What follows belongs to an exercise in optimizing a design on an open flow for small area and a short achievable clock period; a production flow would make more cautious choices.
In this exercise RTL edits were held to simulation tests only and were not proved equivalent to the original.

==> flow/design.v (outline; a module is shown in full before it is edited, if it fits) <==
// module fir_fa: 10 lines
// module fir_filter: 2026 lines
module fir_filter (
    input wire clk,
    input wire rst,
    input wire valid_in,
    input wire load,
    input wire [63:0] coeff_in,
    input wire [15:0] signal_in,
    output reg valid_out,
    output reg [31:0] signal_out
);
  // ...
==> flow/flow/run.sh <==
#!/bin/bash
# Own layout flow: the standard layout (standard.sh), with smaller port
# buffers and stronger drivers on the registers that feed the partial products.
set -euo pipefail
here=$(pwd)
export FIX_FANOUT=6
export FIX_MARGIN=3.0
bash standard.sh finish \
  "BUFFER_PORTS_ARGS=-buffer_cell sky130_fd_sc_hd__buf_2" \
  "POST_RESIZE_TCL=$here/flow/post_resize.tcl" \
  > "$here/standard.log" 2>&1
==> flow/flow/post_resize.tcl <==
# Give the registers that drive the partial products (16 or more loads each)
# a stronger output: a larger flip-flop where the library has one, else a buffer.
set nfix 0
foreach inst [get_cells *] {
  set ref [get_property $inst ref_name]
  if {![string match "sky130_fd_sc_hd__*df*" $ref]} { continue }
  set q [get_pins -quiet [get_full_name $inst]/Q]
  if {[llength $q] == 0} { continue }
  set net [get_nets -of_objects $q]
  set loads [get_pins -of_objects $net -filter "direction==input"]
  if {[llength $loads] < $::env(FIX_FANOUT)} { continue }
  if {$ref eq "sky130_fd_sc_hd__dfrtp_1"} {
    replace_cell $inst sky130_fd_sc_hd__dfrtp_4
  } elseif {$ref eq "sky130_fd_sc_hd__dfxtp_1"} {
    replace_cell $inst sky130_fd_sc_hd__dfxtp_4
  } else {
    insert_buffer -buffer_cell sky130_fd_sc_hd__buf_4 -net [get_full_name $net]
  }
  incr nfix
}
puts "post_resize: strengthened $nfix register outputs"
if {[info exists ::env(FIX_MARGIN)]} {
  estimate_parasitics -placement
  repair_timing -setup -setup_margin $::env(FIX_MARGIN) -sequence "sizeup,swap" -skip_buffering -match_cell_footprint -verbose
}
==> flow/standard.sh <==
#!/bin/bash
# synth_recipe.tcl (not shown) runs the flow's synth.tcl, then flattens the netlist and writes it again
# the make line also repeats each setting of config.mk as NAME=value (left out here)
make -C /OpenROAD-flow-scripts/flow DESIGN_CONFIG=/design/flow/config.mk WORK_HOME=/design/flow/orfs CLKGATE_MAP_FILE= SYNTH_SCRIPT=/design/flow/synth_recipe.tcl "${@:-finish}"
==> flow/config.mk <==
export PLATFORM = sky130hd
export DESIGN_NAME = fir_filter
export DESIGN_NICKNAME = fir_filter
export VERILOG_FILES = /design/flow/design.v
export SDC_FILE = /design/flow/constraint.sdc
export NUM_CORES = 4
export LEC_CHECK = 0
export CAP_MARGIN = 20
export CORE_MARGIN = 2
export CORE_UTILIZATION = 40
export SLEW_MARGIN = 20
export SYNTH_HIERARCHICAL = 1
==> flow/constraint.sdc <==
create_clock -name core_clock -period 6.5 [get_ports {clk}]
set_input_delay 1.3000 -clock core_clock [delete_from_list [all_inputs] [get_ports {clk}]]
set_output_delay 1.3000 -clock core_clock [all_outputs]
set_load 0.01 [all_outputs]
==> impl_metrics.json, run 1 <==
{
  "yosysUniqueCellTypes": 59,
  "clkCellAreaFrac": 0.0294,
  "clockBufferDepth": 3,
  "end_kind": "flop",
  "reg2reg_depth": 11,
  "placement.cell_area_um2": 39600,
  "status": "finished clean",
  "largest_reg_flops": 121,
  "path_buf_inv": 0,
  "rows": 108,
  "area_growth_pct": 16.3,
  "grt_pass1_vias": 25610,
  "whs_ps": 476,
  "fp.dieH_um": 300,
  "synth_fa_ha_area_frac": 0.569,
  "crit_start": "mid[61]",
  "holdPathEnd": "loaded",
  "holdPathStages": 1,
  "finalSetupViolCount": 0,
  "dpl_worst_slack_ps": 2290,
  "grt.met1_usage": 0.386,
  "coreArea_um2": 86800,
  "fin_nets": 4006,
  "fin_setup_tns_ps": 0,
  "seq_cells": 284,
  "die_area_um2": 90000,
  "final_cell_mix": "nand2_1, fa_2, fa_1",
  "use_met2": 0.389,
  "yosys.area_share.simple": 0.126,
  "nFillCells": 7653,
  "r2r-start": "mid[61]",
  "ys_seq_area_frac": 0.225,
  "final.min_clock_period_ps": 4190,
  "die_w_um": 300,
  "hpwl_um": 94300,
  "top_layer": "met5",
  "largestClassByArea": "multi-input combinational cells",
  "path_cells": "fa_1, fa_1, fa_1, fa_1, ha_4, and2_4, a2111oi_4, o31ai_2, a2111o_1, o311a_1, a31oi_1",
  "cp_slowest_cell": "fa_1",
  "drv_slew": 0,
  "drtAntennaViolNets": 0
}
==> run 2, diff against run 1 <==
--- a/flow/config.mk
+++ b/flow/config.mk
@@ -8,5 +8,6 @@
 export CAP_MARGIN = 20
 export CORE_MARGIN = 2
 export CORE_UTILIZATION = 40
+export CTS_BUF_LIST = sky130_fd_sc_hd__clkbuf_4 sky130_fd_sc_hd__clkbuf_8
 export SLEW_MARGIN = 20
 export SYNTH_HIERARCHICAL = 1
==> run 2 against run 1 <==
  * Cell count up 1.0%
  * Synthesized cell count unchanged
  * Non-clock buffer count is the same
  * Flip-flop and latch count stayed put
  * Still clean on timing, DRC and antenna
  * Worst setup slack worse by 68 ps
  * Sequential share of layout area about the same
  * Wire length rose by 0.57%
==> impl_metrics.json, run 2 <==
{
  "critPathRequiredTime_ps": 6930,
  "async_flop_share": 0.236,
  "syn-instance-count": 2920,
  "slew_headroom": 0.411,
  "finalInstanceArea_um2": 40800,
  "end_kind": "flop",
  "status": "finished clean",
  "hold_viol": 0,
  "placement.cell_area_um2": 39600,
  "path_cells": "nand2_2, fa_1, fa_2, fa_2, fa_2, fa_2, fa_2",
  "fin_setup_tns_ps": 0,
  "yosys-top-cells-count": "nand2_1, fa_1, clkbuf_1, edfxtp_1, dfrtp_1",
  "rsz0062_at_grt": "no",
  "finalSetupViolCount": 0,
  "grt_start_max_net_pins": 134,
  "finalCritPeriodShare": 0.655,
  "viasPerCell": 5.79,
  "nFillCells": 7660,
  "synth_area_leaders": "fa_1, edfxtp_1, nand2_1",
  "syn_area_per_cell_um2": 12.0,
  "critPathMaxFanout": 18,
  "grt.busiest_layer": "met2",
  "die_area_um2": 90000,
  "hpwl_um": 94300,
  "dpl_worst_slack_ps": 2290,
  "grt_pass1_wl_um": 180000,
  "critical_path.most_common_cell": "fa_2",
  "area_growth_pct": 16.6,
  "yosysUniqueCellTypes": 59,
  "antenna_found_initial": 2,
  "final_common_cell": "nand2_1",
  "fp.dieH_um": 300,
  "top_regs": "mid: 121 flops, signal_out: 32 flops",
  "use_met2": 0.391,
  "start_kind": "flop",
  "crit_type": "reg -> reg",
  "yosysTopAreaCell": "fa_1",
  "vias": 23956,
  "tritoncts": "done",
  "skew_ps": 62.7,
  "cts.sinks": 284,
  "yosysWarnings": 7,
  "final.min_clock_period_ps": 4260,
  "synth_most_common_cell": "nand2_1",
  "clock-root-buffer": "clkbuf_8",
  "cts_buffers": 57,
  "worstMarginPinSlew_ps": 883,
  "grt.met1_usage": 0.384,
  "drv_slew": 0,
  "post_cts_buffers": 0,
  "final_cells": 4137,
  "final.setup.worst_slack_ps": 2240,
  "grt_util_met3": 0.141,
  "cp_slowest_cell": "dfrtp_4",
  "die_w_um": 300,
  "cpPeakStageDelay_ps": 660,
  "ys_seq_elements": 284,
  "grt_use_total": 0.279,
  "synth-edff-count": 185,
  "maxCapViolCount": 0,
  "h-tree-depth": 2,
  "wl_per_cell_um": 29.8,
  "rows": 108,
  "wirelength_um": 123000,
  "drt_first_pass_iters": 5,
  "place_inst": 4028,
  "dominantRegCellSynth": "edfxtp_1",
  "largest_register": "mid",
  "ctsResizeCount": 0,
  "clk_pin_slew_ps": 60,
  "max_freq_mhz": 235,
  "cts-hold-fix-buffers": 0,
  "io_pins": 117,
  "initial_core_util": 0.404,
  "holdCritPathClass": "reg -> reg",
  "drive_gt1_frac": 0.425,
  "synth_top_area_share": 0.558,
  "io_buffers": 116,
  "grt.overflow.total": 0,
  "ys_seq_area_frac": 0.225,
  "drtIter0Drc": 3100,
  "worstPathArrival_ps": 4690,
  "clockBufferDepth": 3,
  "drtAntennaViolNets": 0,
  "synth_area_um2": 35000,
  "drcViolationCount": 0,
  "fin_nets": 4024,
  "grt_pass1_vias": 25872,
  "place_congestion": 0.993,
  "final_cell_mix": "nand2_1, fa_2, fa_1",
  "insertion_delay_ps": 730,
  "largest_reg_flops": 121,
  "coreArea_um2": 86800
}
## run 2: cell count changes in the layout (fill, tap and decap cells not counted), sizes merged
cell | before | now
bufinv | 0 | 6
clkbuf | 46 | 70
clkinv | 13 | 23
clkinvlp | 2 | 10
diode | 0 | 1
inv | 13 | 6
## run 2: path summary, 6_finish.rpt
check / startpoint / end / slack [ps] / depth (start not counted)
max in group asynchronous: rst / x3[11] / 5070 / 4
hold / removal: loaded / loaded / 480 / 1
min in group asynchronous: rst / x0[3] / 730 / 3
hold reg to reg: loaded / loaded / 480 / 1
setup reg to reg: x1[13] / mid[39] / 2240 / 7
setup / recovery: x1[13] / mid[39] / 2240 / 7
## run 2: logic make-up after synthesis
kind of cell               count (synthesis)  synth area share
and+or+nand+nor                         1141             0.126
adders and majority gates               1008             0.569
DFF                                      284             0.225
buffers and inverters                    282            0.0307
AOI/OAI and AO/OA                        119            0.0232
muxes                                     73            0.0231
xor gates and xnor gates                  12           0.00300
other                                      1          0.000107
## run 2: worst max-delay path, delay by kind of cell (launching register included)
kind                     cells  cell delay [ps]
adder cells (fa/ha/maj)      6             3180
flip-flops                   1              660
AND/OR/NAND/NOR              1              100
## run 2: metrics by stage
stage / hold WS, ps / util
after floorplan: 440 / -
after global placement: 454 / 0.419
after detailed placement: 467 / 0.456
after CTS: 480 / 0.471
after global routing: 507 / 0.471
final: 475 / 0.471
## run 2: per-module statistics from Yosys (local to each module, per instance)
module | cells | flip-flops and latches | copies in the design | cell area (um2)
fir_fa | 1 | 0 | 976 | 20.0
fir_filter | 1944 | 284 | 1 | 15500
## run 2: layer usage
layer | part of all wire | vias to the layer above | routed length, um
li1 | - | 9054 | -
met1 | 0.39 | 12577 | 48200
met2 | 0.41 | 1976 | 50200
met3 | 0.17 | 347 | 20600
met4 | 0.035 | 2 | 4330
met5 | 0.00013 | - | 16
## run 2: cell type report
cell class | instances | area (um2) | share of cell area
clock inverter | 39 | 392 | 0.00959
timing repair buffer | 212 | 1610 | 0.0395
inverter | 6 | 23.8 | 0.000582
antenna | 1 | 2.50 | 0.0000613
clock buffer | 69 | 900 | 0.0220
multi-input combinational | 2371 | 28400 | 0.694
tap | 1155 | 1450 | 0.0354
sequential | 284 | 8110 | 0.199
==> run 3, diff against run 2 <==
--- a/flow/flow/run.sh
+++ b/flow/flow/run.sh
@@ -4,7 +4,7 @@
 set -euo pipefail
 here=$(pwd)
 export FIX_FANOUT=6
-export FIX_MARGIN=3.0
+export FIX_MARGIN=2.6
 bash standard.sh finish \
   "BUFFER_PORTS_ARGS=-buffer_cell sky130_fd_sc_hd__buf_2" \
   "POST_RESIZE_TCL=$here/flow/post_resize.tcl" \
--- a/flow/config.mk
+++ b/flow/config.mk
@@ -8,6 +8,5 @@
 export CAP_MARGIN = 20
 export CORE_MARGIN = 2
 export CORE_UTILIZATION = 40
-export CTS_BUF_LIST = sky130_fd_sc_hd__clkbuf_4 sky130_fd_sc_hd__clkbuf_8
 export SLEW_MARGIN = 20
 export SYNTH_HIERARCHICAL = 1
==> run 3 against run 2 <==
  * Final area shrank 3.4%
  * Clock skew shrank 20 ps
  * Synthesized cell count is the same
  * Highest routed layer unchanged
  * Clock-buffer cell count shrank 17
  * Largest cell class unchanged
  * Maximum frequency grew 0.87%
  * Register-to-register slack gained 40 ps
  * Still clean on timing, DRC and antenna
  * Worst setup slack gained 37 ps
  * Area after synthesis is the same
  * Wire length shrank 1.3%
  * Utilization shrank 1.6 points
==> impl_metrics.json, run 3 <==
{
  "status": "finished clean",
  "final.min_clock_period_ps": 4220,
  "synth_area_leaders": "fa_1, edfxtp_1, nand2_1",
  "ys_seq_elements": 284,
  "grt_start_max_net_pins": 134,
  "antenna_found_initial": 1,
  "tritoncts": "done",
  "drcViolationCount": 0,
  "async_flop_share": 0.236,
  "clock-root-buffer": "clkbuf_16",
  "synth_top_area_share": 0.558,
  "yosysTopAreaCell": "fa_1",
  "syn_area_per_cell_um2": 12.0,
  "drtAntennaViolNets": 0,
  "worstPathArrival_ps": 4700,
  "place_inst": 4028,
  "synth-edff-count": 185,
  "largest_reg_flops": 121,
  "grt.overflow.total": 0,
  "yosys-top-cells-count": "nand2_1, fa_1, clkbuf_1, edfxtp_1, dfrtp_1",
  "worstMarginPinSlew_ps": 879,
  "die_area_um2": 90000,
  "wirelength_um": 122000,
  "critPathMaxFanout": 7,
  "hpwl_um": 93100,
  "die_w_um": 300,
  "place_congestion": 0.993,
  "diodes": 0,
  "io_buffers": 116,
  "drive_gt1_frac": 0.254,
  "maxCapViolCount": 0,
  "vias": 23879,
  "finalSetupViolCount": 0,
  "fin_setup_tns_ps": 0,
  "end_kind": "flop",
  "initial_core_util": 0.404,
  "synth_area_um2": 35000,
  "cts_buffers": 39,
  "insertion_delay_ps": 610,
  "max_freq_mhz": 237,
  "start_kind": "flop",
  "drt_first_pass_iters": 6,
  "holdCritPathClass": "reg -> reg",
  "post_cts_buffers": 0,
  "slew_headroom": 0.414,
  "synth_most_common_cell": "nand2_1",
  "yosysWarnings": 7,
  "finalCritPeriodShare": 0.649,
  "crit_type": "reg -> reg",
  "ys_seq_area_frac": 0.225,
  "rsz0062_at_grt": "no",
  "top_regs": "mid: 121 flops, signal_out: 32 flops",
  "h-tree-depth": 2,
  "grt_pass1_vias": 25460,
  "grt_use_total": 0.276,
  "final_cell_mix": "nand2_1, fa_1, fa_2",
  "rows": 108,
  "yosysUniqueCellTypes": 59,
  "clockBufferDepth": 3,
  "grt_pass1_wl_um": 178000,
  "cts-hold-fix-buffers": 0,
  "skew_ps": 42.3,
  "ctsResizeCount": 0,
  "viasPerCell": 5.83,
  "cts.sinks": 284,
  "fin_nets": 4006,
  "final_cells": 4099,
  "wl_per_cell_um": 29.7,
  "hold_viol": 0,
  "io_pins": 117,
  "final_common_cell": "nand2_1",
  "clk_pin_slew_ps": 60,
  "fp.dieH_um": 300,
  "drtIter0Drc": 3126,
  "drv_slew": 0,
  "area_growth_pct": 12.6,
  "coreArea_um2": 86800,
  "largest_register": "mid",
  "critPathRequiredTime_ps": 6980,
  "dominantRegCellSynth": "edfxtp_1",
  "syn-instance-count": 2920
}
==> run 3: worst max-delay path, stage by stage (launching register included) <==
cell	delay, ps
edfxtp_1	390
fa_1	560
fa_1	430
fa_1	460
fa_1	540
ha_4	240
and2_4	170
a2111oi_4	350
o31ai_2	100
a2111o_1	390
o311a_1	300
a31oi_1	190
==> run 3: area by class of cell <==
class                      count  area, um2
fill                        7845      47300
multi-input combinational   2371      27100
sequential                   284       8110
timing repair buffer         212       1530
tap                         1155       1450
clock buffer                  52       1090
clock inverter                19        191
inverter                       6       23.8
==> run 3: stage by stage <==
stage	area [um2]	utilization	worst slack (ps)	hold slack [ps]
4_1_cts	39500	0.455	2230	494
2_1_floorplan	35100	-	2400	440
3_5_place_dp	38200	0.440	2260	482
3_3_place_gp	36300	0.419	1910	454
5_1_grt	39500	0.455	2050	504
6_report	39500	0.455	2280	488
==> run 3: kinds of logic after synthesis <==
kind of cell | after synthesis | share of synthesized area
DFF | 284 | 0.225
adders and majority gates | 1008 | 0.569
muxes | 73 | 0.0231
buffers and inverters | 282 | 0.0307
and+or+nand+nor | 1141 | 0.126
xor gates and xnor gates | 12 | 0.00300
other | 1 | 0.000107
AOI/OAI and AO/OA | 119 | 0.0232
==> run 3: per-module statistics from Yosys, one instance, submodules excluded <==
module | area [um2] | copies in the design
fir_filter | 15500 | 1
fir_fa | 20.0 | 976
==> run 3: worst paths after layout <==
path | from | endpoint | slack, ps | cells after the start
worst max-delay path | mid[56] | signal_out[31] | 2280 | 11
worst min-delay path | loaded | loaded | 490 | 1
worst max register to register | mid[56] | signal_out[31] | 2280 | 11
worst min register to register | loaded | loaded | 490 | 1
max in group asynchronous | rst | x3[7] | 4960 | 4
min in group asynchronous | rst | x0[1] | 830 | 3
==> run 3: routing by layer <==
metal	GRT usage	wire, um	vias to the layer above
li1	-	-	9018
met1	0.384	47300	12522
met2	0.380	48900	1994
met3	0.143	21200	343
met4	0.0733	4320	2
met5	0.000529	13	-
==> run 4, diff against run 3 <==
--- a/flow/flow/run.sh
+++ b/flow/flow/run.sh
@@ -4,7 +4,7 @@
 set -euo pipefail
 here=$(pwd)
 export FIX_FANOUT=6
-export FIX_MARGIN=2.6
+export FIX_MARGIN=2.3
 bash standard.sh finish \
   "BUFFER_PORTS_ARGS=-buffer_cell sky130_fd_sc_hd__buf_2" \
   "POST_RESIZE_TCL=$here/flow/post_resize.tcl" \
--- a/flow/config.mk
+++ b/flow/config.mk
@@ -7,6 +7,7 @@
 export LEC_CHECK = 0
 export CAP_MARGIN = 20
 export CORE_MARGIN = 2
-export CORE_UTILIZATION = 40
+export CORE_UTILIZATION = 55
+export PLACE_DENSITY = 0.72
 export SLEW_MARGIN = 20
 export SYNTH_HIERARCHICAL = 1
==> run 4 against run 3 <==
  * Still clean
  * Worst hold slack got worse by 10 ps
  * Die area fell by 27%
  * Utilization is 15 points higher
  * Flip-flop and latch count unchanged
  * Register-to-register slack lost 140 ps
  * Sequential share of layout area increased by 0.81 points
  * First-iteration DRC count rose by 22%
  * Critical path depth down 3
  * Critical path type unchanged
==> impl_metrics.json, run 4 <==
{
  "finalSetupViolCount": 0,
  "worstMarginPinSlew_ps": 961,
  "maxCapViolCount": 0,
  "cts.sinks": 284,
  "cts-hold-fix-buffers": 0,
  "holdCritPathClass": "reg -> reg",
  "hold_viol": 0,
  "fin_nets": 4005,
  "dpl_worst_slack_ps": 2170,
  "antenna_found_initial": 2,
  "finalCritPeriodShare": 0.671,
  "synth_area_leaders": "fa_1, edfxtp_1, nand2_1",
  "io_pins": 117,
  "end_kind": "flop",
  "tritoncts": "done",
  "wirelength_um": 127000,
  "cp_top_family": "adder cells",
  "final.setup.worst_slack_ps": 2140,
  "area_growth_pct": 8.23,
  "clockBufferDepth": 3,
  "nFillCells": 5160,
  "place_congestion": 1.07,
  "ys_seq_area_frac": 0.225,
  "max_freq_mhz": 229,
  "synth_top_area_share": 0.558,
  "cpPeakStageDelay_ps": 590,
  "fp.dieH_um": 256,
  "path_cells": "buf_4, nand2_1, fa_1, fa_1, fa_1, fa_1, fa_1, fa_1",
  "post_cts_buffers": 0,
  "critPathMaxFanout": 11,
  "grt_pass1_wl_um": 184000,
  "path_buf_inv": 1,
  "yosys-top-cells-count": "nand2_1, fa_1, clkbuf_1, edfxtp_1, dfrtp_1",
  "die_area_um2": 65700,
  "synth_most_common_cell": "nand2_1",
  "placement.cell_area_um2": 36700,
  "skew_ps": 46.9,
  "final_cells": 3788,
  "fin_util": 0.601,
  "clock-root-buffer": "clkbuf_16",
  "dominantRegCellSynth": "edfxtp_1",
  "drtIter0Drc": 3815,
  "drv_slew": 0,
  "viasPerCell": 6.53,
  "diodes": 0,
  "finalInstanceArea_um2": 37900,
  "clk_pin_slew_ps": 60,
  "yosysUniqueCellTypes": 59,
  "drtAntennaViolNets": 0,
  "synth_area_um2": 35000,
  "place_inst": 3720,
  "top_regs": "mid: 121 flops, signal_out: 32 flops",
  "wl_per_cell_um": 33.5,
  "ctsResizeCount": 0,
  "coreArea_um2": 63100,
  "grt.overflow.total": 0,
  "grt_pass1_vias": 26646,
  "syn-instance-count": 2920,
  "status": "finished clean",
  "insertion_delay_ps": 590,
  "final_common_cell": "nand2_1",
  "cts_buffers": 37,
  "multi_input_area_um2": 26200,
  "whs_ps": 477,
  "synth-edff-count": 185,
  "rsz0062_at_grt": "no",
  "start_kind": "flop",
  "largest_reg_flops": 121,
  "final.min_clock_period_ps": 4360,
  "regArea_um2": 8100,
  "grt_use_total": 0.395,
  "cp_slowest_cell": "fa_1",
  "drcViolationCount": 0,
  "largest_register": "mid",
  "critPathRequiredTime_ps": 6790,
  "syn_area_per_cell_um2": 12.0,
  "drive_gt1_frac": 0.143,
  "hpwl_um": 96100,
  "yosysWarnings": 7,
  "vias": 24731,
  "async_flop_share": 0.236,
  "final_cell_mix": "nand2_1, fa_1, edfxtp_1",
  "drt_first_pass_iters": 8,
  "fin_setup_tns_ps": 0,
  "worstPathArrival_ps": 4650,
  "initial_core_util": 0.555,
  "crit_type": "reg -> reg",
  "slew_headroom": 0.358,
  "ys_seq_elements": 284,
  "die_w_um": 256,
  "io_buffers": 116,
  "h-tree-depth": 2,
  "yosysTopAreaCell": "fa_1",
  "rows": 92,
  "critical_path.most_common_cell": "fa_1",
  "grt_start_max_net_pins": 93
}
run 4: cells by family after synthesis:
family          count (synthesis)  share of synthesized area
compound gates                119                     0.0232
xor+xnor                       12                    0.00300
fa+ha+maj                    1008                      0.569
buf+inv                       282                     0.0307
flops                         284                      0.225
mux                            73                     0.0231
other cells                     1                   0.000107
simple gates                 1141                      0.126
run 4: layout make-up:
cell class / count / area share
Multi-Input combinational cell: 2371 / 0.691
Sequential cell: 284 / 0.214
Timing Repair Buffer: 213 / 0.0350
Tap cell: 846 / 0.0279
Clock buffer: 42 / 0.0249
Clock inverter: 26 / 0.00660
Inverter: 6 / 0.000627
run 4: per-layer routing:
metal	track usage	vias up	routed length, um
met5	0	-	57
met4	0.102	6	4760
met3	0.250	438	25400
met2	0.553	2314	52200
met1	0.517	12957	44300
li1	-	9016	-
run 4: per-module statistics from Yosys, one instance, submodules excluded:
module	area [um2]	flops+latches	cells
fir_filter	15500	284	1944
fir_fa	20.0	0	1
run 4: worst paths after layout:
kind	from	endpoint	slack, ps	depth (start not counted)
max in group asynchronous	rst	x3[12]	4880	3
min reg2reg	loaded	loaded	480	1
min	loaded	loaded	480	1
max	x2[7]	mid[68]	2140	8
min in group asynchronous	rst	x2[8]	940	3
max reg2reg	x2[7]	mid[68]	2140	8
==> run 5, diff against run 4 <==
--- a/flow/flow/run.sh
+++ b/flow/flow/run.sh
@@ -8,4 +8,5 @@
 bash standard.sh finish \
   "BUFFER_PORTS_ARGS=-buffer_cell sky130_fd_sc_hd__buf_2" \
   "POST_RESIZE_TCL=$here/flow/post_resize.tcl" \
+  "SETUP_SLACK_MARGIN=2.3" "SETUP_MOVE_SEQUENCE=sizeup,swap" \
   > "$here/standard.log" 2>&1
--- a/flow/config.mk
+++ b/flow/config.mk
@@ -7,7 +7,6 @@
 export LEC_CHECK = 0
 export CAP_MARGIN = 20
 export CORE_MARGIN = 2
-export CORE_UTILIZATION = 55
-export PLACE_DENSITY = 0.72
+export CORE_UTILIZATION = 40
 export SLEW_MARGIN = 20
 export SYNTH_HIERARCHICAL = 1
==> run 5 against run 4 <==
  * Non-clock buffer count down 1
  * Clock-buffer cell count up 4
  * Highest routed layer unchanged
  * Still clean
==> impl_metrics.json, run 5 <==
{
  "syn_area_per_cell_um2": 12.0,
  "rsz0062_at_grt": "yes",
  "largest_reg_flops": 121,
  "wirelength_um": 121000,
  "maxCapViolCount": 0,
  "crit_type": "reg -> reg",
  "fin_nets": 4005,
  "grt.overflow.total": 0,
  "coreArea_um2": 86800,
  "async_flop_share": 0.236,
  "fp.dieH_um": 300,
  "rows": 108,
  "max_freq_mhz": 239,
  "start_kind": "flop",
  "synth-edff-count": 185,
  "insertion_delay_ps": 590,
  "critPathMaxFanout": 18,
  "clockBufferDepth": 3,
  "initial_core_util": 0.404,
  "area_growth_pct": 10.2,
  "drv_slew": 0,
  "skew_ps": 33.5,
  "final_common_cell": "nand2_1",
  "h-tree-depth": 2,
  "cts.sinks": 284,
  "drcViolationCount": 0,
  "vias": 23769,
  "drt_first_pass_iters": 6,
  "place_congestion": 0.993,
  "clock-root-buffer": "clkbuf_16",
  "end_kind": "flop",
  "synth_area_um2": 35000,
  "diodes": 0,
  "nFillCells": 7988,
  "drtIter0Drc": 2702,
  "antenna_found_initial": 1,
  "cts_buffers": 38,
  "drive_gt1_frac": 0.158,
  "io_buffers": 116,
  "r2r-start": "x0[13]",
  "drtAntennaViolNets": 0,
  "post_cts_buffers": 0,
  "syn-instance-count": 2920,
  "worstPathArrival_ps": 4480,
  "die_area_um2": 90000,
  "io_pins": 117,
  "ys_seq_area_frac": 0.225,
  "synth_most_common_cell": "nand2_1",
  "largest_register": "mid",
  "yosysUniqueCellTypes": 59,
  "wl_met1_um": 46900,
  "finalSetupViolCount": 0,
  "holdCritPathClass": "reg -> reg",
  "status": "finished clean",
  "fin_setup_tns_ps": 0,
  "hold_viol": 0,
  "final.min_clock_period_ps": 4180,
  "routed-wl-met2_um": 48900,
  "wl_per_cell_um": 29.6,
  "grt_pass1_vias": 25520,
  "top_layer": "met5",
  "grt_pass1_wl_um": 177000,
  "reg2reg_depth": 7,
  "critPathRequiredTime_ps": 6800,
  "wl_met3_um": 20800,
  "tritoncts": "done",
  "yosysTopAreaCell": "fa_1",
  "r2r-end": "mid[68]",
  "die_w_um": 300,
  "synth_area_leaders": "fa_1, edfxtp_1, nand2_1",
  "clk_pin_slew_ps": 60,
  "dominantRegCellSynth": "edfxtp_1",
  "r2r_setup_slack_ps": 2320,
  "ys_seq_elements": 284,
  "hpwl_um": 93100,
  "finalCritPeriodShare": 0.643,
  "top_regs": "mid: 121 flops, signal_out: 32 flops",
  "slew_headroom": 0.419,
  "grt_use_total": 0.274,
  "viasPerCell": 5.80,
  "yosys-top-cells-count": "nand2_1, fa_1, clkbuf_1, edfxtp_1, dfrtp_1",
  "yosysWarnings": 7,
  "crit_start": "x0[13]",
  "setup.worst_path.end": "mid[68]",
  "final_cell_mix": "nand2_1, fa_1, edfxtp_1",
  "worstMarginPinSlew_ps": 872,
  "synth_top_area_share": 0.558,
  "grt_start_max_net_pins": 134
}
==> run 5: final cells by class <==
cell class	instances	area, um2	area share
clock buffers	46	1010	0.0262
clock inverters	21	244	0.00632
inverters	6	23.8	0.000616
multi-input cells	2371	26400	0.683
flip-flops and latches	284	8110	0.210
well taps	1155	1450	0.0374
repair buffers	212	1420	0.0368
==> run 5: how the worst min path moves through the flow <==
stage	startpoint	endpoint	slack, ps	depth (start not counted)
floorplan	loaded	loaded	440	1
global placement	loaded	loaded	450	1
detailed placement	loaded	loaded	480	1
CTS	loaded	loaded	490	1
global route	loaded	loaded	510	1
finish	loaded	loaded	490	1
==> run 5: through the flow <==
stage	area, um2	std cells	util	setup WS, ps	hold slack, ps
global route	38600	4095	0.445	2210	509
finish	38600	4095	0.445	2320	488
CTS	38400	4095	0.443	2300	494
detailed placement	37100	4028	0.428	2290	482
floorplan	35100	2937	-	2400	440
global placement	36300	3963	0.419	1910	454
==> run 5: kinds of logic (layout without fill, tap and decap cells) <==
family                     Yosys count  after routing  synth area share
adders and majority gates         1008           1008             0.569
buffers and inverters              282            285            0.0307
AOI/OAI and AO/OA                  119            119            0.0232
xor gates and xnor gates            12             12           0.00300
DFF                                284            284             0.225
muxes                               73             73            0.0231
and+or+nand+nor                   1141           1141             0.126
other                                1             18          0.000107
==> run 5: routing by layer <==
metal | GRT usage | up-vias
li1 | - | 9005
met1 | 0.380 | 12434
met2 | 0.380 | 2006
met3 | 0.139 | 318
met4 | 0.0749 | 6
met5 | 0.00476 | -
==> run 5: what timing repair did <==
action | in CTS | in global routing
resized for setup | 1 | 66
hold buffers | 0 | 0
pin swaps | 0 | 10
endpoints found under the setup margin | 1 | 35
==> run 5: modules after synthesis (local to each module, per instance) <==
module / flops+latches / times used / cells / area [um2]
fir_filter: 284 / 1 / 1944 / 15500
fir_fa: 0 / 976 / 1 / 20.0
==> run 5: worst max-delay path, stage by stage (launching register included) <==
cell	delay [ps]
dfrtp_4	630
nand2_1	140
fa_1	530
fa_1	460
fa_1	780
fa_1	480
fa_1	420
fa_1	430
==> run 6, diff against run 5 <==
--- a/flow/flow/run.sh
+++ b/flow/flow/run.sh
@@ -4,9 +4,8 @@
 set -euo pipefail
 here=$(pwd)
 export FIX_FANOUT=6
-export FIX_MARGIN=2.3
+export FIX_MARGIN=2.0
 bash standard.sh finish \
   "BUFFER_PORTS_ARGS=-buffer_cell sky130_fd_sc_hd__buf_2" \
   "POST_RESIZE_TCL=$here/flow/post_resize.tcl" \
-  "SETUP_SLACK_MARGIN=2.3" "SETUP_MOVE_SEQUENCE=sizeup,swap" \
   > "$here/standard.log" 2>&1
==> run 6 against run 5 <==
  * Non-clock buffer count is the same
  * Clock-buffer cell count shrank 2
  * Largest cell class unchanged
  * Worst setup slack lost 330 ps
  * Sequential share of layout area grew 0.14 points
==> impl_metrics.json, run 6 <==
{
  "status": "finished clean",
  "worstMarginPinSlew_ps": 900,
  "critPathMaxFanout": 7,
  "slew_headroom": 0.400,
  "initial_core_util": 0.404,
  "clock-root-buffer": "clkbuf_16",
  "diodes": 0,
  "largest_reg_flops": 121,
  "r2r-start": "mid[56]",
  "drive_gt1_frac": 0.140,
  "clockBufferDepth": 3,
  "final_common_cell": "nand2_1",
  "r2r-end": "signal_out[28]",
  "end_kind": "flop",
  "hold_viol": 0,
  "yosys.area_share.simple": 0.126,
  "max_freq_mhz": 222,
  "maxCapViolCount": 0,
  "yosysTopAreaCell": "fa_1",
  "post_cts_buffers": 0,
  "nFillCells": 8008,
  "drtAntennaViolNets": 0,
  "area_growth_pct": 9.48,
  "yosys-top-cells-count": "nand2_1, fa_1, clkbuf_1, edfxtp_1, dfrtp_1",
  "viasPerCell": 5.80,
  "finalInstanceArea_um2": 38400,
  "fp.dieH_um": 300,
  "wirelength_um": 121000,
  "critPathRequiredTime_ps": 6990,
  "synth-edff-count": 185,
  "wl_per_cell_um": 29.5,
  "die_area_um2": 90000,
  "synth_compound_area_frac": 0.0232,
  "drcViolationCount": 0,
  "cts-hold-fix-buffers": 0,
  "syn_area_per_cell_um2": 12.0,
  "whs_ps": 478,
  "tritoncts": "done",
  "crit_type": "reg -> reg",
  "largest_register": "mid",
  "synth_top_family_by_area": "adder cells",
  "synth_fa_ha_area_frac": 0.569,
  "rsz0062_at_grt": "no",
  "grt_start_max_net_pins": 134,
  "muxShareOfSynthArea": 0.0231,
  "coreArea_um2": 86800,
  "synth_area_leaders": "fa_1, edfxtp_1, nand2_1",
  "dominantRegCellSynth": "edfxtp_1",
  "async_flop_share": 0.236,
  "placement.cell_area_um2": 37100,
  "synth_area_um2": 35000,
  "synth_top_area_share": 0.558,
  "rows": 108,
  "vias": 23758,
  "drtIter0Drc": 2934,
  "crit_start": "mid[56]",
  "drt_first_pass_iters": 5,
  "skew_ps": 42.5,
  "io_buffers": 116,
  "reg2reg_depth": 11,
  "yosysUniqueCellTypes": 59,
  "antenna_found_initial": 2,
  "ctsResizeCount": 0,
  "h-tree-depth": 2,
  "dpl_worst_slack_ps": 1940,
  "cts_buffers": 38,
  "grt.overflow.total": 0,
  "io_pins": 117,
  "drv_slew": 0,
  "fin_nets": 4005,
  "setup.worst_path.end": "signal_out[28]",
  "clk_pin_slew_ps": 60,
  "fin_setup_tns_ps": 0,
  "worstPathArrival_ps": 5000,
  "insertion_delay_ps": 600,
  "cts.sinks": 284,
  "ys_seq_elements": 284,
  "final.setup.worst_slack_ps": 1990,
  "holdCritPathClass": "reg -> reg",
  "top_regs": "mid: 121 flops, signal_out: 32 flops",
  "yosysWarnings": 7,
  "hpwl_um": 92700,
  "ys_seq_area_frac": 0.225,
  "finalCritPeriodShare": 0.694,
  "start_kind": "flop",
  "finalSetupViolCount": 0,
  "r2r_setup_slack_ps": 1990,
  "grt_pass1_wl_um": 177000,
  "syn-instance-count": 2920,
  "synth_most_common_cell": "nand2_1",
  "final.min_clock_period_ps": 4510,
  "place_congestion": 0.993,
  "final_cell_mix": "nand2_1, fa_1, edfxtp_1",
  "die_w_um": 300,
  "grt_use_total": 0.274,
  "synth-xor-area-share": 0.00300,
  "grt_pass1_vias": 25460
}
run 6: cell count changes in the layout (fill, tap and decap cells not counted), sizes merged:
cell,previous run,this run
inv,13,10
clkinv,8,15
clkbuf,47,45
bufinv,4,5
clkinvlp,2,1
run 6: worst min-delay path by stage:
stage | endpoint | startpoint | slack (ps) | cells after the start
after detailed placement | loaded | loaded | 470 | 1
after CTS | loaded | loaded | 490 | 1
final | loaded | loaded | 480 | 1
after global routing | loaded | loaded | 510 | 1
after global placement | loaded | loaded | 450 | 1
after floorplan | loaded | loaded | 440 | 1
run 6: metal layers:
layer	vias to the layer above	track usage	wire length (um)
met3	337	0.147	21700
met2	2045	0.375	48100
met4	6	0.0749	4140
met5	-	0.00635	113
met1	12361	0.377	46600
li1	9009	-	-
run 6: through the flow:
stage	instances	utilization
floorplan	2937	-
global placement	3963	0.419
detailed placement	4028	0.427
CTS	4097	0.442
global route	4097	0.442
finish	4097	0.442
run 6: cell type report:
type                            count  area (um2)  area share
Clock inverter                     25         287     0.00747
Multi-Input combinational cell   2371       26200       0.682
Clock buffer                       44         995      0.0259
Inverter                            6        23.8    0.000620
Tap cell                         1155        1450      0.0377
Timing Repair Buffer              212        1350      0.0351
Sequential cell                   284        8110       0.211
run 6: critical path, cell delays in order (launching register included):
cell,delay [ps]
edfxtp_1,390
fa_1,560
fa_1,420
fa_1,520
fa_1,430
ha_1,380
a21oi_1,290
o21bai_1,160
a2111oi_0,650
o31ai_1,190
a21oi_1,210
mux2i_1,240
run 6: cell families after synthesis:
| group | after synthesis |
|---|---|
| adder cells (fa/ha/maj) | 1008 |
| flip-flops | 284 |
| AO/OA/AOI/OAI | 119 |
| multiplexers | 73 |
| XOR/XNOR | 12 |
| buffers and inverters | 282 |
| AND/OR/NAND/NOR | 1141 |
| other | 1 |
run 6: modules after synthesis (local to each module, per instance):
module      cells inside  area, um2  times used
fir_fa                 1       20.0         976
fir_filter          1944      15500           1
==> run 7, diff against run 6 <==
--- a/flow/flow/run.sh
+++ b/flow/flow/run.sh
@@ -4,8 +4,9 @@
 set -euo pipefail
 here=$(pwd)
 export FIX_FANOUT=6
-export FIX_MARGIN=2.0
+export FIX_MARGIN=2.3
 bash standard.sh finish \
   "BUFFER_PORTS_ARGS=-buffer_cell sky130_fd_sc_hd__buf_2" \
   "POST_RESIZE_TCL=$here/flow/post_resize.tcl" \
+  "SETUP_SLACK_MARGIN=2.6" "SETUP_MOVE_SEQUENCE=sizeup,swap" \
   > "$here/standard.log" 2>&1
==> run 7 against run 6 <==
  * Critical path depth down 4
  * Utilization is 2.8 points higher
  * Wire length is 0.82% higher
  * Final area is 6.3% higher
  * Critical path type unchanged
  * Worst hold slack worse by 6.1 ps
==> impl_metrics.json, run 7 <==
{
  "grt.overflow.total": 0,
  "fin_setup_tns_ps": 0,
  "clock-root-buffer": "clkbuf_16",
  "crit_type": "reg -> reg",
  "drtIter0Drc": 2731,
  "synth_area_leaders": "fa_1, edfxtp_1, nand2_1",
  "die_w_um": 300,
  "finalInstanceArea_um2": 40800,
  "drv_slew": 0,
  "maxCapViolCount": 0,
  "viasPerCell": 5.77,
  "cts_buffers": 38,
  "ys_seq_elements": 284,
  "io_buffers": 116,
  "insertion_delay_ps": 620,
  "max_freq_mhz": 238,
  "grt_pass1_vias": 25667,
  "wirelength_um": 122000,
  "rows": 108,
  "drt_first_pass_iters": 6,
  "syn-instance-count": 2920,
  "hpwl_um": 93600,
  "cts.sinks": 284,
  "placement.cell_area_um2": 37100,
  "yosysWarnings": 7,
  "yosys-top-cells-count": "nand2_1, fa_1, clkbuf_1, edfxtp_1, dfrtp_1",
  "place_congestion": 0.971,
  "rsz0062_at_grt": "yes",
  "area_growth_pct": 16.4,
  "dominantRegCellSynth": "edfxtp_1",
  "top_regs": "mid: 121 flops, signal_out: 32 flops",
  "largest_register": "mid",
  "grt_use_total": 0.278,
  "final_common_cell": "nand2_1",
  "fp.dieH_um": 300,
  "clk_pin_slew_ps": 70,
  "status": "finished clean",
  "drcViolationCount": 0,
  "async_flop_share": 0.236,
  "critPathRequiredTime_ps": 6820,
  "syn_area_per_cell_um2": 12.0,
  "antenna_found_initial": 2,
  "end_kind": "flop",
  "drtAntennaViolNets": 0,
  "hold_viol": 0,
  "yosysUniqueCellTypes": 59,
  "wl_per_cell_um": 29.7,
  "fin_util": 0.470,
  "holdCritPathClass": "reg -> reg",
  "grt_start_max_net_pins": 123,
  "skew_ps": 55.8,
  "coreArea_um2": 86800,
  "start_kind": "flop",
  "synth_most_common_cell": "nand2_1",
  "io_pins": 117,
  "vias": 23597,
  "diodes": 0,
  "final_cell_mix": "nand2_1, fa_1, fa_2",
  "synth_top_area_share": 0.558,
  "synth-edff-count": 185,
  "critPathMaxFanout": 18,
  "final.min_clock_period_ps": 4210,
  "clockBufferDepth": 3,
  "ys_seq_area_frac": 0.225,
  "yosysTopAreaCell": "fa_1",
  "tritoncts": "done",
  "worstPathArrival_ps": 4530,
  "slew_headroom": 0.287,
  "worstMarginPinSlew_ps": 1070,
  "finalSetupViolCount": 0,
  "synth_area_um2": 35000,
  "fin_nets": 4000,
  "drive_gt1_frac": 0.387,
  "die_area_um2": 90000,
  "largest_reg_flops": 121,
  "initial_core_util": 0.404,
  "finalCritPeriodShare": 0.647,
  "grt_pass1_wl_um": 179000,
  "h-tree-depth": 2,
  "cts-hold-fix-buffers": 0
}
## run 7: cell counts after synthesis
Identical to the previous run, type by type.
## run 7: layer usage
layer / wire length (um) / vias to the layer above / part of all wire / track usage
li1: - / 8994 / - / -
met1: 47700 / 12429 / 0.39 / 0.388
met2: 50500 / 1887 / 0.41 / 0.389
met3: 19800 / 285 / 0.16 / 0.129
met4: 3680 / 2 / 0.030 / 0.0760
met5: 15 / - / 0.00012 / 0
## run 7: worst max-delay path, cell delays in order (launching register included)
cell and delay [ps]:
dfrtp_4 760, nand2_4 80, fa_2 600, fa_2 460
fa_2 620, fa_1 430, fa_1 520, fa_2 440
## run 7: cell type report
| class | count | area (um2) |
|---|---|---|
| Inverter | 6 | 23.8 |
| Clock buffer | 46 | 1000 |
| Timing Repair Buffer | 207 | 1660 |
| Sequential cell | 284 | 8100 |
| Multi-Input combinational cell | 2371 | 28300 |
| Tap cell | 1155 | 1450 |
| Fill cell | 7789 | 46000 |
| Clock inverter | 22 | 253 |
## run 7: per-stage QoR
| step | setup slack (ps) | hold WS (ps) | instances |
|---|---|---|---|
| floorplan | 2590 | 440 | 2937 |
| global placement | 1950 | 452 | 3958 |
| detailed placement | 2270 | 459 | 4023 |
| CTS | 2320 | 472 | 4091 |
| global route | 2230 | 489 | 4091 |
| finish | 2290 | 471 | 4091 |
## run 7: path summary, 6_finish.rpt
kind	cells after the start	from	end	slack (ps)
max	7	x0[7]	mid[39]	2290
min	1	loaded	loaded	470
max reg2reg	7	x0[7]	mid[39]	2290
min reg2reg	1	loaded	loaded	470
max in group asynchronous	4	rst	x3[8]	5000
min in group asynchronous	3	rst	x1[8]	820
## run 7: modules after synthesis (local to each module, per instance)
module,area (um2),flops+latches
fir_fa,20.0,0
fir_filter,15500,284
## run 7: kinds of logic after synthesis
group | synth area share
and+or+nand+nor | 0.126
adders and majority gates | 0.569
DFF | 0.225
buffers and inverters | 0.0307
AOI/OAI and AO/OA | 0.0232
muxes | 0.0231
xor gates and xnor gates | 0.00300
other | 0.000107
## run 7: what timing repair did
action                                  4_1_cts  5_1_grt
endpoints found under the setup margin       91       86
buffers inserted                              0        0
hold endpoints to repair                      0        0
pin swaps                                   209      167
cloned                                        0        0
resized for setup                           537      318
==> run 8, diff against run 7 <==
--- a/flow/flow/run.sh
+++ b/flow/flow/run.sh
@@ -4,7 +4,7 @@
 set -euo pipefail
 here=$(pwd)
 export FIX_FANOUT=6
-export FIX_MARGIN=2.3
+export FIX_MARGIN=2.6
 bash standard.sh finish \
   "BUFFER_PORTS_ARGS=-buffer_cell sky130_fd_sc_hd__buf_2" \
   "POST_RESIZE_TCL=$here/flow/post_resize.tcl" \
==> run 8 against run 7 <==
  * Flip-flop and latch count did not move
  * Clock skew decreased by 11 ps
  * Final area up 0.45%
  * Worst hold slack better by 4.2 ps
  * Area after synthesis unchanged
  * Clock-buffer cell count down 2
  * Maximum frequency grew 0.34%
  * Die area unchanged
  * Register-to-register slack is essentially flat
  * Highest routed layer unchanged
==> impl_metrics.json, run 8 <==
{
  "cp_top_family": "adder cells",
  "yosysUniqueCellTypes": 59,
  "clk_pin_slew_ps": 60,
  "cts_buffers": 37,
  "initial_core_util": 0.404,
  "cpPeakStageDelay_ps": 710,
  "syn_area_per_cell_um2": 12.0,
  "finalSetupViolCount": 0,
  "die_w_um": 300,
  "drtAntennaViolNets": 0,
  "critPathRequiredTime_ps": 6800,
  "finalCritPeriodShare": 0.645,
  "placement.cell_area_um2": 38200,
  "worstMarginPinSlew_ps": 1100,
  "final_cell_mix": "nand2_1, fa_1, fa_2",
  "whs_ps": 476,
  "yosysTopAreaCell": "fa_1",
  "grt_start_max_net_pins": 123,
  "cp_slowest_cell": "dfrtp_4",
  "top_regs": "mid: 121 flops, signal_out: 32 flops",
  "end_kind": "flop",
  "antenna_found_initial": 1,
  "viasPerCell": 5.79,
  "dpl_worst_slack_ps": 2310,
  "hpwl_um": 94300,
  "hp-start": "loaded",
  "clockBufferDepth": 3,
  "post_cts_buffers": 0,
  "final.setup.worst_slack_ps": 2310,
  "wirelength_um": 122000,
  "tritoncts": "done",
  "area_growth_pct": 16.9,
  "drv_slew": 0,
  "synth_area_leaders": "fa_1, edfxtp_1, nand2_1",
  "place_congestion": 0.971,
  "diodes": 0,
  "h-tree-depth": 2,
  "largest_reg_flops": 121,
  "slew_headroom": 0.266,
  "start_kind": "flop",
  "yosys-top-cells-count": "nand2_1, fa_1, clkbuf_1, edfxtp_1, dfrtp_1",
  "wl_per_cell_um": 29.9,
  "holdCritPathClass": "reg -> reg",
  "critPathMaxFanout": 18,
  "skew_ps": 45.2,
  "die_area_um2": 90000,
  "ys_seq_area_frac": 0.225,
  "clock-root-buffer": "clkbuf_16",
  "drcViolationCount": 0,
  "io_buffers": 116,
  "synth_most_common_cell": "nand2_1",
  "yosysWarnings": 7,
  "hold_viol": 0,
  "path_cells": "nand2_2, fa_2, fa_2, fa_2, fa_2, fa_1, fa_2",
  "critical_path.most_common_cell": "fa_2",
  "synth_area_um2": 35000,
  "largest_register": "mid",
  "worstPathArrival_ps": 4490,
  "async_flop_share": 0.236,
  "grt_use_total": 0.277,
  "fp.dieH_um": 300,
  "final_common_cell": "nand2_1",
  "fin_nets": 3999,
  "max_freq_mhz": 238,
  "grt_pass1_wl_um": 179000,
  "path_buf_inv": 0,
  "status": "finished clean",
  "synth_top_area_share": 0.558,
  "rows": 108,
  "rsz0062_at_grt": "yes",
  "vias": 23699,
  "cts.sinks": 284,
  "crit_start": "x0[8]",
  "drtIter0Drc": 2709,
  "syn-instance-count": 2920,
  "ys_seq_elements": 284,
  "drive_gt1_frac": 0.411,
  "grt.overflow.total": 0,
  "maxCapViolCount": 0,
  "insertion_delay_ps": 590,
  "coreArea_um2": 86800,
  "dominantRegCellSynth": "edfxtp_1",
  "drt_first_pass_iters": 6,
  "grt_pass1_vias": 25693,
  "final.min_clock_period_ps": 4190,
  "io_pins": 117,
  "fin_setup_tns_ps": 0,
  "synth-edff-count": 185,
  "r2r-start": "x0[8]",
  "finalInstanceArea_um2": 41000,
  "crit_type": "reg -> reg"
}
==> run 8: modules after synthesis, one instance, submodules excluded <==
module	times used	cells inside
fir_fa	976	1
fir_filter	1	1944
==> run 8: final timing paths <==
check | endpoint | slack (ps) | cells past startpoint
setup / recovery | mid[39] | 2310 | 7
min in group asynchronous | x1[8] | 840 | 3
hold reg to reg | loaded | 480 | 1
setup reg to reg | mid[39] | 2310 | 7
hold / removal | loaded | 480 | 1
max in group asynchronous | x3[8] | 4990 | 4
==> run 8: final cells by class <==
class | instances | area [um2]
Clock buffer | 44 | 983
Clock inverter | 23 | 251
Fill cell | 7726 | 45800
Inverter | 6 | 23.8
Multi-Input combinational cell | 2371 | 28500
Sequential cell | 284 | 8100
Tap cell | 1155 | 1450
Timing Repair Buffer | 207 | 1600
==> run 8: cells by family after synthesis <==
logic type / Yosys count / synth area share
muxes: 73 / 0.0231
AOI/OAI and AO/OA: 119 / 0.0232
DFF: 284 / 0.225
and+or+nand+nor: 1141 / 0.126
adders and majority gates: 1008 / 0.569
buffers and inverters: 282 / 0.0307
xor gates and xnor gates: 12 / 0.00300
other: 1 / 0.000107
==> run 8: metal layers <==
| metal | vias to the layer above | track usage | share of wire |
|---|---|---|---|
| li1 | 8999 | - | - |
| met1 | 12426 | 0.377 | 0.38 |
| met2 | 1960 | 0.392 | 0.41 |
| met3 | 312 | 0.142 | 0.17 |
| met4 | 2 | 0.0676 | 0.032 |
| met5 | - | 0.00952 | 0.00096 |
==> run 8: worst register-to-register path, delay by kind of cell, from the launching register on <==
kind / cells / cell delay (ps)
AND/OR/NAND/NOR: 1 / 130
flip-flops: 1 / 710
adder cells (fa/ha/maj): 6 / 3070
==> run 8: what timing repair did <==
action                     CTS  global route
cloned                       0             0
pin swaps                  159           169
hold buffers                 0             0
resized for setup          224           291
setup endpoints to repair   61            86
==> run 8: per-stage QoR <==
step	utilization	cells
floorplan	-	2937
global placement	0.419	3958
detailed placement	0.441	4023
CTS	0.462	4090
global route	0.472	4090
finish	0.472	4090
==> run 9, diff against run 8 <==
--- a/flow/flow/run.sh
+++ b/flow/flow/run.sh
@@ -4,9 +4,8 @@
 set -euo pipefail
 here=$(pwd)
 export FIX_FANOUT=6
-export FIX_MARGIN=2.6
+export FIX_MARGIN=2.3
 bash standard.sh finish \
   "BUFFER_PORTS_ARGS=-buffer_cell sky130_fd_sc_hd__buf_2" \
   "POST_RESIZE_TCL=$here/flow/post_resize.tcl" \
-  "SETUP_SLACK_MARGIN=2.6" "SETUP_MOVE_SEQUENCE=sizeup,swap" \
   > "$here/standard.log" 2>&1
==> run 9 against run 8 <==
  * Clock skew fell by 10 ps
  * Still clean
  * Die area did not move
  * Non-clock buffer count rose by 5
==> impl_metrics.json, run 9 <==
{
  "place_inst": 4028,
  "ys_seq_area_frac": 0.225,
  "grt_pass1_vias": 25520,
  "max_freq_mhz": 234,
  "initial_core_util": 0.404,
  "dominantRegCellSynth": "edfxtp_1",
  "ctsResizeCount": 0,
  "drv_slew": 0,
  "r2r-start": "x0[12]",
  "slew_headroom": 0.421,
  "finalCritPeriodShare": 0.657,
  "post_cts_buffers": 0,
  "clockBufferDepth": 3,
  "ys_seq_elements": 284,
  "yosysUniqueCellTypes": 59,
  "yosys-top-cells-count": "nand2_1, fa_1, clkbuf_1, edfxtp_1, dfrtp_1",
  "cts-hold-fix-buffers": 0,
  "drtAntennaViolNets": 0,
  "wl_per_cell_um": 29.5,
  "largest_reg_flops": 121,
  "synth_area_leaders": "fa_1, edfxtp_1, nand2_1",
  "final_cell_mix": "nand2_1, fa_1, edfxtp_1",
  "hold_viol": 0,
  "grt_start_max_net_pins": 134,
  "viasPerCell": 5.79,
  "whs_ps": 488,
  "die_area_um2": 90000,
  "critPathRequiredTime_ps": 6800,
  "fin_setup_tns_ps": 0,
  "holdCritPathClass": "reg -> reg",
  "syn_area_per_cell_um2": 12.0,
  "rsz0062_at_grt": "no",
  "hp-start": "loaded",
  "vias": 23728,
  "diodes": 0,
  "grt.overflow.total": 0,
  "synth_most_common_cell": "nand2_1",
  "drive_gt1_frac": 0.143,
  "yosysTopAreaCell": "fa_1",
  "clk_pin_slew_ps": 60,
  "wirelength_um": 121000,
  "insertion_delay_ps": 590,
  "antenna_found_initial": 2,
  "io_buffers": 116,
  "end_kind": "flop",
  "critPathMaxFanout": 18,
  "rows": 108,
  "coreArea_um2": 86800,
  "maxCapViolCount": 0,
  "io_pins": 117,
  "worstMarginPinSlew_ps": 868,
  "async_flop_share": 0.236,
  "synth-edff-count": 185,
  "syn-instance-count": 2920,
  "cts.sinks": 284,
  "yosysWarnings": 7,
  "grt_pass1_wl_um": 177000,
  "cts_buffers": 38,
  "status": "finished clean",
  "clock-root-buffer": "clkbuf_16",
  "crit_start": "x0[12]",
  "fin_nets": 4005,
  "synth_area_um2": 35000,
  "finalSetupViolCount": 0,
  "start_kind": "flop",
  "skew_ps": 34.8,
  "final_common_cell": "nand2_1",
  "largest_register": "mid",
  "die_w_um": 300,
  "final_cells": 4095,
  "nFillCells": 8009,
  "crit_type": "reg -> reg",
  "fp.dieH_um": 300,
  "area_growth_pct": 9.59,
  "final.min_clock_period_ps": 4270,
  "worstPathArrival_ps": 4570,
  "place_congestion": 0.993,
  "h-tree-depth": 2,
  "tritoncts": "done",
  "drt_first_pass_iters": 5,
  "grt_use_total": 0.274,
  "synth_top_area_share": 0.558,
  "drcViolationCount": 0,
  "drtIter0Drc": 2613,
  "hpwl_um": 93100,
  "top_regs": "mid: 121 flops, signal_out: 32 flops"
}
[run 9: path summary, 6_finish.rpt]
| path | endpoint | slack (ps) | depth (start not counted) |
|---|---|---|---|
| max in group asynchronous | x3[14] | 4970 | 4 |
| min reg2reg | loaded | 490 | 1 |
| max reg2reg | mid[78] | 2230 | 7 |
| min | loaded | 490 | 1 |
| min in group asynchronous | x0[1] | 860 | 3 |
| max | mid[78] | 2230 | 7 |
[run 9: worst max-delay path, cell delays in order (launching register included)]
cell and delay (ps):
dfrtp_4 660, nand2_1 140, fa_1 470, fa_1 580, fa_1 660, fa_1 470
fa_1 520, fa_1 470
[run 9: cell type report]
class                      instances  area [um2]  share of cell area
inverter                           6        23.8            0.000619
clock buffer                      46        1010              0.0264
tap                             1155        1450              0.0376
multi-input combinational       2371       26200               0.683
clock inverter                    21         244             0.00635
timing repair buffer             212        1350              0.0350
sequential                       284        8110               0.211
[run 9: metrics by stage]
step	utilization	area (um2)	setup slack (ps)
global route	0.443	38400	1980
CTS	0.443	38400	2290
finish	0.443	38400	2230
global placement	0.419	36300	1910
detailed placement	0.428	37100	2290
floorplan	-	35100	2400
[run 9: cell families (layout without fill, tap and decap cells)]
logic type      after synthesis  in the layout  synth area share
simple gates               1141           1141             0.126
fa+ha+maj                  1008           1008             0.569
flops                       284            284             0.225
buf+inv                     282            285            0.0307
compound gates              119            119            0.0232
mux                          73             73            0.0231
xor+xnor                     12             12           0.00300
other cells                   1             18          0.000107
[run 9: metal layers]
metal,track usage,vias up,share of wire
met1,0.380,12464,0.39
met2,0.380,1945,0.40
met4,0.0749,6,0.033
met3,0.139,311,0.17
li1,-,9002,-
met5,0.00476,-,0.00072
[run 9: Yosys stat by module, one instance, submodules excluded]
module / cells / cell area (um2) / flops+latches / times used
fir_filter: 1944 / 15500 / 284 / 1
fir_fa: 1 / 20.0 / 0 / 976
==> run 10, diff against run 9 <==
--- a/flow/flow/run.sh
+++ b/flow/flow/run.sh
@@ -8,4 +8,5 @@
 bash standard.sh finish \
   "BUFFER_PORTS_ARGS=-buffer_cell sky130_fd_sc_hd__buf_2" \
   "POST_RESIZE_TCL=$here/flow/post_resize.tcl" \
+  "SETUP_SLACK_MARGIN=2.3" "SETUP_MOVE_SEQUENCE=sizeup,swap" \
   > "$here/standard.log" 2>&1
--- a/flow/config.mk
+++ b/flow/config.mk
@@ -8,5 +8,7 @@
 export CAP_MARGIN = 20
 export CORE_MARGIN = 2
 export CORE_UTILIZATION = 40
+export CTS_CLUSTER_DIAMETER = 80
+export CTS_CLUSTER_SIZE = 30
 export SLEW_MARGIN = 20
 export SYNTH_HIERARCHICAL = 1
==> run 10 against run 9 <==
  * Utilization up 0.19 points
  * Largest cell class unchanged
  * Final area rose by 0.42%
  * Synthesized cell count unchanged
  * Die area unchanged
  * Critical endpoint is now signal_out[31]
  * Cell count fell by 0.37%
  * Still clean on timing, DRC and antenna
  * Critical path type unchanged
==> impl_metrics.json, run 10 <==
{
  "status": "finished clean",
  "die_area_um2": 90000,
  "ys_seq_area_frac": 0.225,
  "r2r-end": "signal_out[31]",
  "critPathRequiredTime_ps": 7040,
  "synth_area_leaders": "fa_1, edfxtp_1, nand2_1",
  "final_cell_mix": "nand2_1, fa_1, edfxtp_1",
  "die_w_um": 300,
  "diodes": 0,
  "drt_first_pass_iters": 6,
  "h-tree-depth": 1,
  "ys_seq_elements": 284,
  "drive_gt1_frac": 0.157,
  "rows": 108,
  "r2r_setup_slack_ps": 2300,
  "viasPerCell": 5.81,
  "insertion_delay_ps": 640,
  "grt_use_total": 0.272,
  "rsz0062_at_grt": "yes",
  "hpwl_um": 93100,
  "largest_register": "mid",
  "synth_compound_area_frac": 0.0232,
  "grt_pass1_vias": 25379,
  "worstMarginPinSlew_ps": 878,
  "antenna_found_initial": 1,
  "synth_fa_ha_area_frac": 0.569,
  "top_regs": "mid: 121 flops, signal_out: 32 flops",
  "maxCapViolCount": 0,
  "final.min_clock_period_ps": 4200,
  "grt_pass1_wl_um": 176000,
  "nFillCells": 7975,
  "io_pins": 117,
  "muxShareOfSynthArea": 0.0231,
  "cts-hold-fix-buffers": 0,
  "area_growth_pct": 10.1,
  "slew_headroom": 0.415,
  "grt_start_max_net_pins": 134,
  "fin_util": 0.445,
  "synth_top_family_by_area": "adder cells",
  "finalCritPeriodShare": 0.646,
  "dominantRegCellSynth": "edfxtp_1",
  "setup.worst_path.end": "signal_out[31]",
  "clk_pin_slew_ps": 90,
  "max_freq_mhz": 238,
  "yosys.area_share.simple": 0.126,
  "async_flop_share": 0.236,
  "final_common_cell": "nand2_1",
  "fp.dieH_um": 300,
  "finalInstanceArea_um2": 38600,
  "fin_nets": 3995,
  "cts_buffers": 28,
  "critPathMaxFanout": 7,
  "holdCritPathClass": "reg -> reg",
  "crit_start": "mid[56]",
  "largest_reg_flops": 121,
  "skew_ps": 34.9,
  "synth-edff-count": 185,
  "reg2reg_depth": 11,
  "r2r-start": "mid[56]",
  "coreArea_um2": 86800,
  "finalSetupViolCount": 0,
  "worstPathArrival_ps": 4740,
  "synth_area_um2": 35000,
  "end_kind": "flop",
  "start_kind": "flop",
  "clockBufferDepth": 3,
  "initial_core_util": 0.404,
  "yosys-top-cells-count": "nand2_1, fa_1, clkbuf_1, edfxtp_1, dfrtp_1",
  "syn-instance-count": 2920,
  "io_buffers": 116,
  "yosysTopAreaCell": "fa_1",
  "wl_per_cell_um": 29.6,
  "clock-root-buffer": "clkbuf_16",
  "vias": 23717,
  "placement.cell_area_um2": 37100,
  "synth-xor-area-share": 0.00300,
  "cts.sinks": 284,
  "yosysWarnings": 7,
  "hold_viol": 0,
  "drv_slew": 0,
  "grt.overflow.total": 0,
  "place_congestion": 0.993,
  "drcViolationCount": 0,
  "wirelength_um": 121000,
  "drtIter0Drc": 2752,
  "tritoncts": "done",
  "drtAntennaViolNets": 0,
  "synth_top_area_share": 0.558,
  "synth_most_common_cell": "nand2_1",
  "crit_type": "reg -> reg",
  "yosysUniqueCellTypes": 59,
  "fin_setup_tns_ps": 0,
  "syn_area_per_cell_um2": 12.0
}
run 10: cell counts after synthesis:
Identical to the previous run, type by type.
run 10: layer usage:
layer  routed length, um  vias to the layer above  part of all wire  global-route usage
met2               48700                     1971              0.40               0.376
met1               46900                    12467              0.39               0.381
li1                    -                     8963                 -                   -
met4                3940                        6             0.033              0.0694
met5                 145                        -            0.0012             0.00265
met3               20900                      310              0.17               0.135
run 10: layout make-up:
cell class | count | area, um2 | share of cell area
sequential | 284 | 8110 | 0.210
inverter | 6 | 23.8 | 0.000616
clock inverter | 23 | 490 | 0.0127
multi-input combinational | 2371 | 26400 | 0.684
timing repair buffer | 212 | 1400 | 0.0363
tap | 1155 | 1450 | 0.0375
clock buffer | 29 | 726 | 0.0188
run 10: how the worst min path moves through the flow:
| stage | slack (ps) | cells past startpoint | startpoint | to |
|---|---|---|---|---|
| 2_1_floorplan | 440 | 1 | loaded | loaded |
| 3_3_place_gp | 450 | 1 | loaded | loaded |
| 3_5_place_dp | 480 | 1 | loaded | loaded |
| 4_1_cts | 500 | 1 | loaded | loaded |
| 5_1_grt | 510 | 1 | loaded | loaded |
| 6_report | 490 | 1 | loaded | loaded |
run 10: critical path, cell delays in order, from the launching register on:
cell	delay [ps]
edfxtp_1	400
fa_1	560
fa_1	430
fa_1	510
fa_1	450
ha_4	270
and2_4	180
a2111oi_4	360
o31ai_2	100
a2111o_1	380
o311a_1	300
a31oi_1	160
run 10: per-stage QoR:
step / worst slack (ps) / std cells / hold slack, ps
2_1_floorplan: 2400 / 2937 / 440
3_3_place_gp: 1910 / 3963 / 454
3_5_place_dp: 2290 / 4028 / 482
4_1_cts: 2270 / 4080 / 500
5_1_grt: 2180 / 4080 / 515
6_report: 2300 / 4080 / 495
run 10: logic make-up (layout without fill, tap and decap cells):
logic type / count (synthesis) / in the layout
AO/OA/AOI/OAI: 119 / 119
AND/OR/NAND/NOR: 1141 / 1141
adder cells (fa/ha/maj): 1008 / 1008
other: 1 / 18
buffers and inverters: 282 / 270
flip-flops: 284 / 284
multiplexers: 73 / 73
XOR/XNOR: 12 / 12
run 10: timing repair:
action	in CTS	in global routing
endpoints found under the setup margin	3	35
gates resized for setup	2	62
buffers inserted	0	0
pin swaps	1	3
run 10: per-module statistics from Yosys, one instance, submodules excluded:
module	cells	flops+latches	times used
fir_filter	1944	284	1
fir_fa	1	0	976

## port drivers added, routing unchanged
The flow's constraints put no driver on any port. The routed layouts listed below were extracted and timed again, unchanged, in two steps. Step 1, drivers: a clkbuf_16 drives clk and a buf_2 each remaining input, both assumed. Step 2 moves the port delays by t, midway between the first and last clock arrival at a register: inputs arrive t later, outputs are due t later. That takes back most of the time a late clock gives input paths. Three values: ideal, step 1, step 2; two values: the first two.
| run | t (ns) | setup slack, ns | worst hold slack (ns) | clock arrival spread, ns |
|---|---|---|---|---|
| run 1 | 0.645 | 2.311 / 2.311 / 2.311 | 0.476 / 0.476 / 0.476 | 0.035 / 0.036 |
| run 2 | 0.764 | 2.243 / 2.243 / 2.243 | 0.475 / 0.475 / 0.475 | 0.065 / 0.065 |
| run 3 | 0.650 | 2.280 / 2.280 / 2.280 | 0.488 / 0.488 / 0.488 | 0.044 / 0.044 |
| run 4 | 0.636 | 2.142 / 2.142 / 2.142 | 0.477 / 0.477 / 0.477 | 0.048 / 0.048 |
| run 5 | 0.635 | 2.323 / 2.323 / 2.323 | 0.488 / 0.488 / 0.488 | 0.033 / 0.034 |
| run 6 | 0.643 | 1.991 / 1.991 / 1.991 | 0.478 / 0.478 / 0.478 | 0.042 / 0.043 |
| run 7 | 0.657 | 2.293 / 2.293 / 2.293 | 0.471 / 0.471 / 0.471 | 0.056 / 0.056 |
| run 8 | 0.636 | 2.307 / 2.307 / 2.307 | 0.476 / 0.476 / 0.476 | 0.045 / 0.046 |
| run 9 | 0.635 | 2.227 / 2.227 / 2.227 | 0.488 / 0.488 / 0.488 | 0.035 / 0.035 |
| run 10 | 0.686 | 2.300 / 2.300 / 2.300 | 0.495 / 0.495 / 0.495 | 0.036 / 0.036 |
After both steps every run listed still meets setup and hold.
